What follows belongs to an exercise in optimizing a design on an open flow for small area, a short achievable clock period and few clock cycles; a production flow would make more cautious choices. At most, simulation tests tie the RTL to the original design; equivalence was not proved. The flow treats the clock pin as an ideal source, which a real chip does not have. Power figures rest on the tool's default switching activity, not on a simulated workload.

== old ==
// RISC
module RISC(clk, rst, imem_addr, imem_rdata, dmem_addr, dmem_wdata, dmem_we, dmem_rdata);
For scale: roughly 1300 flip-flops.
clock: 11.0 ns
lec_check: 0
cap_margin: 20
core_margin: 2
core_utilization: 50
cts_cluster_diameter: 80
cts_cluster_size: 25
place_density: 0.7
setup_slack_margin: 1.0
slew_margin: 20
synth_hierarchical: 1
standard.sh (not shown) runs the stock make flow with config.mk's settings and CLKGATE_MAP_FILE= SYNTH_SCRIPT=/design/flow/synth_recipe.tcl, a recipe that flattens the netlist after the stock synthesis.
==> flow/flow/run.sh <==
#!/bin/bash
# Layout flow: the standard synthesis, then the standard ORFS steps with
# timing repair aimed below the clock period (SETUP_SLACK_MARGIN, in ns),
# one more repair pass after CTS (flow/post_cts.tcl), plain buffers on the
# ports, and the standard.sh to write out/final.def. Each tool's output
# goes to a log file here; ORFS's per-step logs are under orfs/logs.
set -euo pipefail
MARGIN=$(cat flow/margin.txt)
EXTRA=$(cat flow/extra_margin.txt)
bash standard.sh synth > synth_standard.log 2>&1
make -C "$FLOW_HOME" DESIGN_CONFIG="$FLOW_CONFIG" WORK_HOME="$PWD/orfs" \
  CLKGATE_MAP_FILE= SYNTH_SCRIPT="$PWD/synth_recipe.tcl" \
  SETUP_SLACK_MARGIN="$MARGIN" \
  BUFFER_PORTS_ARGS="-buffer_cell sky130_fd_sc_hd__buf_2" \
  POST_CTS_TCL="$PWD/flow/post_cts.tcl" EXTRA_MARGIN="$EXTRA" \
  finish > make_finish.log 2>&1
bash standard.sh finish > write_def.log 2>&1
==> flow/flow/extra_margin.txt <==
7.9
==> flow/flow/margin.txt <==
7.7
==> flow/flow/post_cts.tcl <==
# One more setup-repair pass after CTS, aimed EXTRA_MARGIN ns below the
# clock period: the standard pass stops early on this design.
set_propagated_clock [all_clocks]
estimate_parasitics -placement
repair_timing -setup -setup_margin $::env(EXTRA_MARGIN) -verbose
detailed_placement
check_placement -verbose
#### Input delta (new over old)
diff --git a/flow/design.v b/flow/design.v
--- a/flow/design.v
+++ b/flow/design.v
@@ -33,25 +33,25 @@
 		end
 		aoi22 u31(.a0(q[32*30 + b]), .s0(sel[31]), .a1(xd[b]), .s1(xs), .y(y[10]));
 		and11 o(.y(y), .zn(dn[b]));
 	end
 	endgenerate
 endmodule
-module RegFile(clk, clr, we, wa, wd, ra1, ra2, rd1n, rd2n);
+module RegFile(clk, clr, wen, we, wa, wd, ra1, ra2, rd1n, rd2n);
 	input clk, clr, we;
+	input [31:1] wen;            
 	input [4:0] wa, ra1, ra2;
 	input [31:0] wd;
 	output [31:0] rd1n, rd2n;    
 	wire [31*32-1:0] q;
-	wire [31:1] s1, s2, wen;
+	wire [31:1] s1, s2;
 	genvar i;
 	generate
 	for (i = 1; i < 32; i = i + 1)
 	begin : gpr
 		reg [31:0] r;
-		assign wen[i] = we & (wa == i);
 		always @(posedge clk)
 			if (clr | wen[i])
 				r <= wd;
 		assign q[32*(i-1) +: 32] = r;
 		assign s1[i] = (ra1 == i) & ~wen[i];
 		assign s2[i] = (ra2 == i) & ~wen[i];
@@ -110,12 +110,27 @@
 endmodule
 module g_or2(a, b, y);
 	input a, b;
 	output y;
 	assign y = a | b;
 endmodule
+module g_nor3(a, b, c, y);
+	input a, b, c;
+	output y;
+	assign y = ~(a | b | c);
+endmodule
+module g_or3(a, b, c, y);
+	input a, b, c;
+	output y;
+	assign y = a | b | c;
+endmodule
+module g_nand3(a, b, c, y);
+	input a, b, c;
+	output y;
+	assign y = ~(a & b & c);
+endmodule
 module g_nor4(a, b, c, d, y);
 	input a, b, c, d;
 	output y;
 	assign y = ~(a | b | c | d);
 endmodule
 module g_nand4(a, b, c, d, y);
@@ -716,20 +731,17 @@
 	wire [9:0] fpc_pred, fpc_next;
 	sel4x10 u_fpred(.s0(stall), .d0(fpc),
 	                .s1(~stall & f_jal), .d1(fpc_jal), .s2(~stall & f_bs), .d2(fpc_br),
 	                .s3(~stall & ~f_jal & ~f_bs), .d3(fpc_seq), .y(fpc_pred));
 	wire [9:0] fpc_alt;
 	wire       f_own;
-	mux10 u_falt(.s(e_mis), .d1(e_btgt), .d0(d_btgt), .y(fpc_alt));
-	g_nor2 u_fown(.a(e_mis), .b(d_take), .y(f_own));
+	mux10 u_falt(.s(e_mis), .d1(e_btgt), .d0(d_btgt & {10{~rst}}), .y(fpc_alt));
+	g_nor3 u_fown(.a(e_mis), .b(d_take), .c(rst), .y(f_own));
 	mux10 u_fnext(.s(f_own), .d1(fpc_pred), .d0(fpc_alt), .y(fpc_next));
 	always @(posedge clk)
-		if (rst)
-			fpc <= 10'd0;
-		else
-			fpc <= fpc_next;
+		fpc <= fpc_next;
 	assign imem_addr = {22'd0, fpc};
 	always @(posedge clk or posedge rst)
 		if (rst)
 			d_valid <= 1'b0;
 		else if (e_mis | ~stall)
 			d_valid <= ~e_mis & ~d_take;
@@ -770,13 +782,22 @@
 	reg rf_clr;
 	always @(posedge clk or posedge rst)
 		if (rst)
 			rf_clr <= 1'b1;
 		else
 			rf_clr <= 1'b0;
-	RegFile regFile(.clk(clk), .clr(rf_clr), .we(m_wr), .wa(m_rd), .wd(m_wd),
+	reg  [31:1] m_wen;
+	genvar wk;
+	generate
+	for (wk = 1; wk < 32; wk = wk + 1)
+	begin : mw
+		always @(posedge clk)
+			m_wen[wk] <= e_w & (e_rd == wk);
+	end
+	endgenerate
+	RegFile regFile(.clk(clk), .clr(rf_clr), .wen(m_wen), .we(m_wr), .wa(m_rd), .wd(m_wd),
 	                .ra1(d_rs1), .ra2(d_rs2), .rd1n(rf1n), .rd2n(rf2n));
 	always @(posedge clk or posedge rst)
 		if (rst)
 			e_valid <= 1'b0;
 		else
 			e_valid <= d_valid & ~e_mis & ~stall;
==> comparison <==
Lower via count goes to old over new. new ends up with a utilization that is 0.44 points lower than in old. From old to new the numbers moved as follows: worst setup slack higher; share of total power in the clock network has decreased; full die area grew by about 1.1%; total design power grew by 4.6%. new ended up with sky130_fd_sc_hd__dfrtp_1 as its highest-delay cell along the critical path; old ended up with sky130_fd_sc_hd__a222oi_1. Delta (new minus old): via count of the first global-routing pass now sits higher, number of top-level design ports level, signed area change from the synthesized netlist to the final layout went down 0.49 points. Measured against new, the highest ir drop seen on vdd of old comes out at 0.73 times the reference value.
Testbench counts of new, summed over its fixed seeds: cycles 103,493.
No functional check of the RTL was part of old.

-- afterwards: timing with drivers on the ports --
In the flow no input, the clock included, has a driving cell. The finished layouts below were timed again as built, in two steps. Step 1: set_driving_cell puts a clkbuf_16 on clk and a buf_2 on each other input, an assumption about the parent block. Step 2 also shifts input and output timing later by t, the mid clock arrival at the registers, as if the neighbouring blocks saw the same clock. Three values: ideal ports, drivers, drivers and shift; two values: the first two.
| run | shift t [ns] | slack for setup (ns) | latest minus earliest clock arrival (ns) |
|---|---|---|---|
| old | 0.758 | 7.603 / 7.526 / 6.879 | 0.069 / 0.069 |
| new | 0.761 | 7.616 / 7.548 / 6.932 | 0.060 / 0.060 |
After both steps setup and hold are still met in every run listed. The setup slack of old, which loses most, moves by -0.077 ns with the drivers and by -0.724 ns with both steps.
